This is an optimization exercise on Yosys and OpenROAD, whose aim is small area, a short achievable clock period and few clock cycles, not a production implementation.
Function was checked by simulation only, so behaviour that the tests miss may differ from the original.
No activity file was given, so power comes from the tool's default toggle rates.

==> flow/design.v <==
`timescale 1ns / 1ps
module Translate (
    input             CLK,
    input             RSTn,        
    output     [15:0] MADDR,       
    output            M_W,         
    output     [15:0] MDATAOUT,    
    input      [15:0] MDATAIN,     
    output            HALTED
);
    localparam [3:0] OP_LW = 4'b0001, OP_SW = 4'b0011, OP_AND = 4'b0101,
                     OP_OR = 4'b0110, OP_ADD = 4'b0111, OP_SUB = 4'b1000,
                     OP_SLT = 4'b1001, OP_BEQ = 4'b1010, OP_J = 4'b1011,
                     OP_ADDI = 4'b1100;
    function is_halt_op(input [3:0] o);
        is_halt_op = (o == 4'b0000) || (o == 4'b0010) || (o == 4'b0100) ||
                     (o == 4'b1101) || (o == 4'b1110) || (o == 4'b1111);
    endfunction
    reg  [255:0] RF;       
    reg  [15:0] MA;        
    reg         MF;        
    reg         MWR;       
    reg  [15:0] P;         
    reg         AV;        
    reg  [15:0] IR;
    reg         IV;
    reg  [15:0] IPC1;      
    reg  [3:0]  RB;        
    reg  [11:0] EI;        
    reg         EV;
    reg         f_inv, f_and, f_or, f_sum, f_slt, f_addi, f_wr, f_as;
    reg         f_lw, f_sw, f_beq, f_halt;
    reg  [15:0] OA, OB;    
    reg         PA, PB;    
    reg  [15:0] BTE;       
    reg         LWP;       
    reg  [3:0]  LWD;       
    reg         H;         
    reg         MAA, MAB;  
    reg         SVA, SVB;  
    reg         FAR, FBR;  
    reg         FAO, FBO;  
    reg         HR;        
    wire [3:0] ewa = EI[11:8];
    wire [7:0] eim = EI[7:0];
    wire ex = EV & ~LWP & ~H;
    wire [15:0] Bx  = OB;      
    wire [16:0] S   = {1'b0, OA} + {1'b0, Bx} + {16'b0, f_inv};
    wire        ovf = (OA[15] == Bx[15]) & (S[15] != OA[15]);
    wire [15:0] res = ({16{f_and}} & (OA & OB)) |
                      ({16{f_or}}  & (OA | OB)) |
                      ({16{f_sum}} & S[15:0]) |
                      {15'b0, f_slt & ~S[16]} |
                      ({16{f_addi}} & {8'b0, eim});
    wire we    = ex & f_wr;
    wire ovw   = ex & f_as;
    wire taken = ex & f_beq & (OA == OB);
    wire [8:0] eim1 = {1'b0, eim} + 9'd1;
    wire hitR  = IV & HR;
    wire hitA  = AV & (P == {7'b0, eim1});
    wire hit   = ex & f_sw & (hitR | hitA);
    wire [3:0] rop = IR[15:12];
    wire [3:0] ra  = IR[7:4];
    wire r_j  = (rop == OP_J);
    wire r_sw = (rop == OP_SW);
    wire radv = ~LWP;                         
    wire rsq  = taken | (hit & hitR);         
    wire rfold = IV & r_j & radv & ~rsq;
    wire [15:0] rfa = RF[{ra, 4'b0} +: 16];
    wire [15:0] rfb = RF[{RB, 4'b0} +: 16];
    wire [15:0] ovword = {15'b0, ovf};
    wire [15:0] fa = FAR ? res : FAO ? ovword : rfa;
    wire [15:0] fb = FBR ? res : FBO ? ovword : rfb;
    wire r_inv = (rop == OP_SUB) | (rop == OP_SLT);
    wire r_wr = (rop == OP_AND) | (rop == OP_OR) | (rop == OP_ADD) | (rop == OP_SUB) |
                (rop == OP_SLT) | (rop == OP_ADDI);
    wire [3:0] aop = MDATAIN[15:12];
    wire asq   = taken | hit | rfold;
    wire aj    = AV & (aop == OP_J) & ~(IV & r_sw);
    wire afold = aj & ~asq;
    wire [3:0] axa = MDATAIN[7:4];
    wire [3:0] axb = (aop == OP_SW || aop == OP_BEQ) ? MDATAIN[11:8] : MDATAIN[3:0];
    wire acap  = AV & ~asq & ~afold;
    wire ev_n   = radv ? (IV & ~rsq & ~r_j) : EV;
    wire [3:0] niop = radv ? IR[15:12] : (f_lw ? OP_LW : f_sw ? OP_SW : 4'b0);
    wire [7:0] niim = radv ? IR[7:0] : eim;
    wire lwp_n  = ex & f_lw;
    wire h_n    = H | (ex & f_halt);
    wire nex    = ev_n & ~lwp_n & ~h_n;
    wire nlw    = nex & (niop == OP_LW);
    wire nsw    = nex & (niop == OP_SW);
    wire dnext  = nlw | nsw;
    wire nwr    = nex & (radv ? r_wr : f_wr);
    wire nas    = nex & (radv ? ((rop == OP_ADD) | (rop == OP_SUB)) : f_as);
    wire maa_n  = acap ? (IR[11:8] == axa) : MAA;
    wire mab_n  = acap ? (IR[11:8] == axb) : MAB;
    wire sva_n  = acap ? (axa == 4'd7) : SVA;
    wire svb_n  = acap ? (axb == 4'd7) : SVB;
    wire [15:0] seq  = MF ? MA + 16'd1 : P;
    wire [15:0] cand = taken ? BTE :
                       hit   ? {8'b0, eim} :
                       rfold ? {8'b0, IR[11:4]} :
                       aj    ? {8'b0, MDATAIN[11:4]} : seq;
    assign MADDR    = MA;
    assign M_W      = MWR;
    assign MDATAOUT = OB;
    assign HALTED   = H | (EV & ~LWP & f_halt);
    wire [15:0] wd = LWP ? MDATAIN : res;
    integer k;
    always @(posedge CLK) begin
        for (k = 0; k < 16; k = k + 1) begin
            if (LWP ? (LWD == k) : (we & (ewa == k)))
                RF[16*k +: 16] <= wd;
            else if (k == 7 && ovw)
                RF[16*k +: 16] <= ovword;
        end
    end
    wire [4:0] zm1 = {1'b0, IR[3:0]} - 5'd1;
    always @(posedge CLK) begin
        LWD <= ewa;
        if (acap) begin
            IR   <= MDATAIN;
            IPC1 <= P;
            RB   <= axb;
            HR   <= r_sw & (P == {7'b0, {1'b0, IR[7:0]} + 9'd1});
        end
        if (radv) begin
            EI  <= IR[11:0];
            f_inv  <= (rop == OP_SUB) | (rop == OP_SLT);
            f_and  <= (rop == OP_AND);
            f_or   <= (rop == OP_OR);
            f_sum  <= (rop == OP_ADD) | (rop == OP_SUB);
            f_slt  <= (rop == OP_SLT);
            f_addi <= (rop == OP_ADDI);
            f_wr   <= r_wr;
            f_as   <= (rop == OP_ADD) | (rop == OP_SUB);
            f_lw   <= (rop == OP_LW);
            f_sw   <= (rop == OP_SW);
            f_beq  <= (rop == OP_BEQ);
            f_halt <= is_halt_op(rop);
            OA  <= fa;
            OB  <= fb ^ {16{r_inv}};
            PA  <= ex & f_lw & MAA;
            PB  <= ex & f_lw & MAB;
            BTE <= IPC1 + {{11{zm1[4]}}, zm1};
        end else begin
            if (PA) OA <= MDATAIN;
            if (PB) OB <= MDATAIN ^ {16{f_inv}};
        end
        MAA <= maa_n;
        MAB <= mab_n;
        SVA <= sva_n;
        SVB <= svb_n;
        FAR <= nwr & maa_n;
        FBR <= nwr & mab_n;
        FAO <= nas & sva_n;
        FBO <= nas & svb_n;
        MA <= dnext ? {8'b0, niim} : cand;
        P  <= dnext ? cand : seq;
        if (!RSTn) begin
            MA  <= 16'd0;
            MF  <= 1'b1;
            MWR <= 1'b0;
            AV  <= 1'b0;
            IV  <= 1'b0;
            EV  <= 1'b0;
            LWP <= 1'b0;
            H   <= 1'b0;
        end else begin
            MF  <= ~dnext;
            MWR <= nsw;
            AV  <= MF & ~asq & ~afold;
            IV  <= acap | (IV & ~radv & ~rsq);
            EV  <= ev_n;
            LWP <= lwp_n;
            H   <= h_n;
        end
    end
endmodule
Settings: LEC_CHECK=0, CAP_MARGIN=20, CORE_MARGIN=2, CORE_UTILIZATION=40, SETUP_SLACK_MARGIN=3.0, SLEW_MARGIN=20; clock period 6.0 ns.
run.sh (not shown) runs the stock make flow with config.mk's settings and CLKGATE_MAP_FILE= SYNTH_SCRIPT=/design/flow/synth_recipe.tcl, a recipe that flattens the netlist after the stock synthesis.
The first run went through all stages and came out clean.
Testbench counts at the start, summed over its fixed seeds: cycles 206,549.
Next try:
--- a/flow/design.v
+++ b/flow/design.v
@@ -35,19 +35,17 @@
     reg  [15:0] BTE;       
     reg         LWP;       
     reg  [3:0]  LWD;       
     reg         H;         
     reg         MAA, MAB;  
     reg         SVA, SVB;  
-    reg         FAR, FBR;  
-    reg         FAO, FBO;  
     reg         HR;        
     wire [3:0] ewa = EI[11:8];
     wire [7:0] eim = EI[7:0];
     wire ex = EV & ~LWP & ~H;
-    wire [15:0] Bx  = OB;      
+    wire [15:0] Bx  = f_inv ? ~OB : OB;
     wire [16:0] S   = {1'b0, OA} + {1'b0, Bx} + {16'b0, f_inv};
     wire        ovf = (OA[15] == Bx[15]) & (S[15] != OA[15]);
     wire [15:0] res = ({16{f_and}} & (OA & OB)) |
                       ({16{f_or}}  & (OA | OB)) |
                       ({16{f_sum}} & S[15:0]) |
                       {15'b0, f_slt & ~S[16]} |
@@ -66,15 +64,14 @@
     wire radv = ~LWP;                         
     wire rsq  = taken | (hit & hitR);         
     wire rfold = IV & r_j & radv & ~rsq;
     wire [15:0] rfa = RF[{ra, 4'b0} +: 16];
     wire [15:0] rfb = RF[{RB, 4'b0} +: 16];
     wire [15:0] ovword = {15'b0, ovf};
-    wire [15:0] fa = FAR ? res : FAO ? ovword : rfa;
-    wire [15:0] fb = FBR ? res : FBO ? ovword : rfb;
-    wire r_inv = (rop == OP_SUB) | (rop == OP_SLT);
+    wire [15:0] fa = (we & MAA) ? res : (ovw & SVA) ? ovword : rfa;
+    wire [15:0] fb = (we & MAB) ? res : (ovw & SVB) ? ovword : rfb;
     wire r_wr = (rop == OP_AND) | (rop == OP_OR) | (rop == OP_ADD) | (rop == OP_SUB) |
                 (rop == OP_SLT) | (rop == OP_ADDI);
     wire [3:0] aop = MDATAIN[15:12];
     wire asq   = taken | hit | rfold;
     wire aj    = AV & (aop == OP_J) & ~(IV & r_sw);
     wire afold = aj & ~asq;
@@ -87,18 +84,12 @@
     wire lwp_n  = ex & f_lw;
     wire h_n    = H | (ex & f_halt);
     wire nex    = ev_n & ~lwp_n & ~h_n;
     wire nlw    = nex & (niop == OP_LW);
     wire nsw    = nex & (niop == OP_SW);
     wire dnext  = nlw | nsw;
-    wire nwr    = nex & (radv ? r_wr : f_wr);
-    wire nas    = nex & (radv ? ((rop == OP_ADD) | (rop == OP_SUB)) : f_as);
-    wire maa_n  = acap ? (IR[11:8] == axa) : MAA;
-    wire mab_n  = acap ? (IR[11:8] == axb) : MAB;
-    wire sva_n  = acap ? (axa == 4'd7) : SVA;
-    wire svb_n  = acap ? (axb == 4'd7) : SVB;
     wire [15:0] seq  = MF ? MA + 16'd1 : P;
     wire [15:0] cand = taken ? BTE :
                        hit   ? {8'b0, eim} :
                        rfold ? {8'b0, IR[11:4]} :
                        aj    ? {8'b0, MDATAIN[11:4]} : seq;
     assign MADDR    = MA;
@@ -119,12 +110,16 @@
     always @(posedge CLK) begin
         LWD <= ewa;
         if (acap) begin
             IR   <= MDATAIN;
             IPC1 <= P;
             RB   <= axb;
+            MAA  <= (IR[11:8] == axa);
+            MAB  <= (IR[11:8] == axb);
+            SVA  <= (axa == 4'd7);
+            SVB  <= (axb == 4'd7);
             HR   <= r_sw & (P == {7'b0, {1'b0, IR[7:0]} + 9'd1});
         end
         if (radv) begin
             EI  <= IR[11:0];
             f_inv  <= (rop == OP_SUB) | (rop == OP_SLT);
             f_and  <= (rop == OP_AND);
@@ -136,28 +131,20 @@
             f_as   <= (rop == OP_ADD) | (rop == OP_SUB);
             f_lw   <= (rop == OP_LW);
             f_sw   <= (rop == OP_SW);
             f_beq  <= (rop == OP_BEQ);
             f_halt <= is_halt_op(rop);
             OA  <= fa;
-            OB  <= fb ^ {16{r_inv}};
+            OB  <= fb;
             PA  <= ex & f_lw & MAA;
             PB  <= ex & f_lw & MAB;
             BTE <= IPC1 + {{11{zm1[4]}}, zm1};
         end else begin
             if (PA) OA <= MDATAIN;
-            if (PB) OB <= MDATAIN ^ {16{f_inv}};
+            if (PB) OB <= MDATAIN;
         end
-        MAA <= maa_n;
-        MAB <= mab_n;
-        SVA <= sva_n;
-        SVB <= svb_n;
-        FAR <= nwr & maa_n;
-        FBR <= nwr & mab_n;
-        FAO <= nas & sva_n;
-        FBO <= nas & svb_n;
         MA <= dnext ? {8'b0, niim} : cand;
         P  <= dnext ? cand : seq;
         if (!RSTn) begin
             MA  <= 16'd0;
             MF  <= 1'b1;
             MWR <= 1'b0;
The new run finished clean.
First-iteration DRC count went up by 16%.
Critical path depth came out higher by 2.
Power fell by about 2.5%.
Register-to-register slack got worse by 0.05 ns.
Final area shrinks by about 1.8%.
Maximum frequency came out lower by about 1.7%.
Final cell count went down by 1.5%.
Die area fell by 0.33%.
Worst setup slack loses 0.053 ns.
Hold slack gains 0.028 ns.
Clock skew grows by 0.021 ns.
Global-route usage drops by 0.99 points.
Wire length went down by about 3%.
Testbench counts after the change, summed over its fixed seeds: cycles 206,549.

========
// Translate: RTL as listed in full above, without the edits since
export LEC_CHECK = 0
export ABC_AREA = 1
export CAP_MARGIN = 20
export CORE_MARGIN = 2
export CORE_UTILIZATION = 40
export SETUP_SLACK_MARGIN = 3.4
export SLEW_MARGIN = 20
create_clock -name core_clock -period 6.0 [get_ports {CLK}]
Testbench counts at the start, summed over its fixed seeds: cycles 206,549.
Rerun with:
--- a/flow/design.v
+++ b/flow/design.v
@@ -21,21 +21,21 @@
     reg         MF;        
     reg         MWR;       
     reg  [15:0] P;         
     reg         AV;        
     reg  [15:0] IR;
     reg         IV;
-    reg  [15:0] IPC1;      
-    reg  [3:0]  RB;        
+    reg  [15:0] IPC;       
+    reg  [15:0] OHA;       
+    reg  [15:0] OHB;       
     reg  [11:0] EI;        
     reg         EV;
     reg         f_inv, f_and, f_or, f_sum, f_slt, f_addi, f_wr, f_as;
     reg         f_lw, f_sw, f_beq, f_halt;
     reg  [15:0] OA, OB;    
     reg         PA, PB;    
-    reg  [15:0] BTE;       
     reg         LWP;       
     reg  [3:0]  LWD;       
     reg         H;         
     reg         MAA, MAB;  
     reg         SVA, SVB;  
     reg         FAR, FBR;  
@@ -59,31 +59,43 @@
     wire hitR  = IV & HR;
     wire hitA  = AV & (P == {7'b0, eim1});
     wire hit   = ex & f_sw & (hitR | hitA);
     wire [3:0] rop = IR[15:12];
     wire [3:0] ra  = IR[7:4];
     wire r_j  = (rop == OP_J);
+    wire r_beq = (rop == OP_BEQ);
     wire r_sw = (rop == OP_SW);
     wire radv = ~LWP;                         
     wire rsq  = taken | (hit & hitR);         
     wire rfold = IV & r_j & radv & ~rsq;
-    wire [15:0] rfa = RF[{ra, 4'b0} +: 16];
-    wire [15:0] rfb = RF[{RB, 4'b0} +: 16];
+    reg  [15:0] rfa, rfb;
+    integer j;
+    always @(*) begin
+        rfa = 16'b0;
+        rfb = 16'b0;
+        for (j = 0; j < 16; j = j + 1) begin
+            rfa = rfa | ({16{OHA[j]}} & RF[16*j +: 16]);
+            rfb = rfb | ({16{OHB[j]}} & RF[16*j +: 16]);
+        end
+    end
     wire [15:0] ovword = {15'b0, ovf};
     wire [15:0] fa = FAR ? res : FAO ? ovword : rfa;
     wire [15:0] fb = FBR ? res : FBO ? ovword : rfb;
     wire r_inv = (rop == OP_SUB) | (rop == OP_SLT);
     wire r_wr = (rop == OP_AND) | (rop == OP_OR) | (rop == OP_ADD) | (rop == OP_SUB) |
                 (rop == OP_SLT) | (rop == OP_ADDI);
     wire [3:0] aop = MDATAIN[15:12];
     wire asq   = taken | hit | rfold;
     wire aj    = AV & (aop == OP_J) & ~(IV & r_sw);
     wire afold = aj & ~asq;
     wire [3:0] axa = MDATAIN[7:4];
     wire [3:0] axb = (aop == OP_SW || aop == OP_BEQ) ? MDATAIN[11:8] : MDATAIN[3:0];
-    wire acap  = AV & ~asq & ~afold;
+    wire abq   = AV & (aop == OP_BEQ) & IV & r_beq;
+    wire abnc  = abq & ~asq;
+    wire acap  = AV & ~asq & ~afold & ~abnc;
+    wire [15:0] pm1 = P - 16'd1;          
     wire ev_n   = radv ? (IV & ~rsq & ~r_j) : EV;
     wire [3:0] niop = radv ? IR[15:12] : (f_lw ? OP_LW : f_sw ? OP_SW : 4'b0);
     wire [7:0] niim = radv ? IR[7:0] : eim;
     wire lwp_n  = ex & f_lw;
     wire h_n    = H | (ex & f_halt);
     wire nex    = ev_n & ~lwp_n & ~h_n;
@@ -94,16 +106,18 @@
     wire nas    = nex & (radv ? ((rop == OP_ADD) | (rop == OP_SUB)) : f_as);
     wire maa_n  = acap ? (IR[11:8] == axa) : MAA;
     wire mab_n  = acap ? (IR[11:8] == axb) : MAB;
     wire sva_n  = acap ? (axa == 4'd7) : SVA;
     wire svb_n  = acap ? (axb == 4'd7) : SVB;
     wire [15:0] seq  = MF ? MA + 16'd1 : P;
-    wire [15:0] cand = taken ? BTE :
+    wire [15:0] bt   = IPC + {12'b0, eim[3:0]};
+    wire [15:0] cand = taken ? bt :
                        hit   ? {8'b0, eim} :
                        rfold ? {8'b0, IR[11:4]} :
-                       aj    ? {8'b0, MDATAIN[11:4]} : seq;
+                       aj    ? {8'b0, MDATAIN[11:4]} :
+                       abq   ? pm1 : seq;
     assign MADDR    = MA;
     assign M_W      = MWR;
     assign MDATAOUT = OB;
     assign HALTED   = H | (EV & ~LWP & f_halt);
     wire [15:0] wd = LWP ? MDATAIN : res;
     integer k;
@@ -112,19 +126,19 @@
             if (LWP ? (LWD == k) : (we & (ewa == k)))
                 RF[16*k +: 16] <= wd;
             else if (k == 7 && ovw)
                 RF[16*k +: 16] <= ovword;
         end
     end
-    wire [4:0] zm1 = {1'b0, IR[3:0]} - 5'd1;
     always @(posedge CLK) begin
         LWD <= ewa;
         if (acap) begin
             IR   <= MDATAIN;
-            IPC1 <= P;
-            RB   <= axb;
+            if (aop == OP_BEQ) IPC <= pm1;
+            OHA  <= 16'b1 << axa;
+            OHB  <= 16'b1 << axb;
             HR   <= r_sw & (P == {7'b0, {1'b0, IR[7:0]} + 9'd1});
         end
         if (radv) begin
             EI  <= IR[11:0];
             f_inv  <= (rop == OP_SUB) | (rop == OP_SLT);
             f_and  <= (rop == OP_AND);
@@ -139,13 +153,12 @@
             f_beq  <= (rop == OP_BEQ);
             f_halt <= is_halt_op(rop);
             OA  <= fa;
             OB  <= fb ^ {16{r_inv}};
             PA  <= ex & f_lw & MAA;
             PB  <= ex & f_lw & MAB;
-            BTE <= IPC1 + {{11{zm1[4]}}, zm1};
         end else begin
             if (PA) OA <= MDATAIN;
             if (PB) OB <= MDATAIN ^ {16{f_inv}};
         end
         MAA <= maa_n;
         MAB <= mab_n;
@@ -166,13 +179,13 @@
             EV  <= 1'b0;
             LWP <= 1'b0;
             H   <= 1'b0;
         end else begin
             MF  <= ~dnext;
             MWR <= nsw;
-            AV  <= MF & ~asq & ~afold;
+            AV  <= MF & ~asq & ~afold & ~abnc;
             IV  <= acap | (IV & ~radv & ~rsq);
             EV  <= ev_n;
             LWP <= lwp_n;
             H   <= h_n;
         end
     end
Result: The new run passed the timing, DRC and antenna checks; first-iteration DRC count increases by 10%; core utilization increases by 0.18 points; cell area decreases by 3.4%; clock power decreases by about 3%; via count decreases by 4.1%; power decreases by 6.9%; critical path depth increases by 11; area after synthesis decreases by 3.0%; clock skew decreases by 0.013 ns; sequential share of layout area increases by 2.9 points; wire length increases by 4.1%; worst hold slack improves by 0.017 ns; setup slack improves by 0.055 ns.
Testbench counts after the change, summed over its fixed seeds: cycles 206,583.

## what the ideal ports hide
No port has a modelled driver above. Below, the same layouts with a new extraction and two added sets of constraints.
Step 1, drivers: a clkbuf_16 drives CLK and a buf_2 each remaining input, both assumed.
Step 2 moves the port delays by t, midway between the first and last clock arrival at a register: inputs arrive t later, outputs are due t later. That takes back most of the time a late clock gives input paths.
Slacks: ideal / step 1 / step 2; pairs: ideal / step 1.
run	shift t [ns]	setup slack, ns	slew at the worst register clock pin (ns)
the first run of note 1	0.641	2.931 / 2.931 / 2.594	0.07 / 0.07
the second run of note 1	0.645	2.878 / 2.878 / 2.512	0.07 / 0.07
the first run of note 2	0.656	3.311 / 3.257 / 2.883	0.07 / 0.07
the second run of note 2	0.644	3.366 / 3.330 / 2.864	0.07 / 0.07
After both steps every run listed still meets setup and hold. The setup slack of the second run of note 2, which loses most, moves by -0.036 ns with the drivers and by -0.502 ns with both steps.
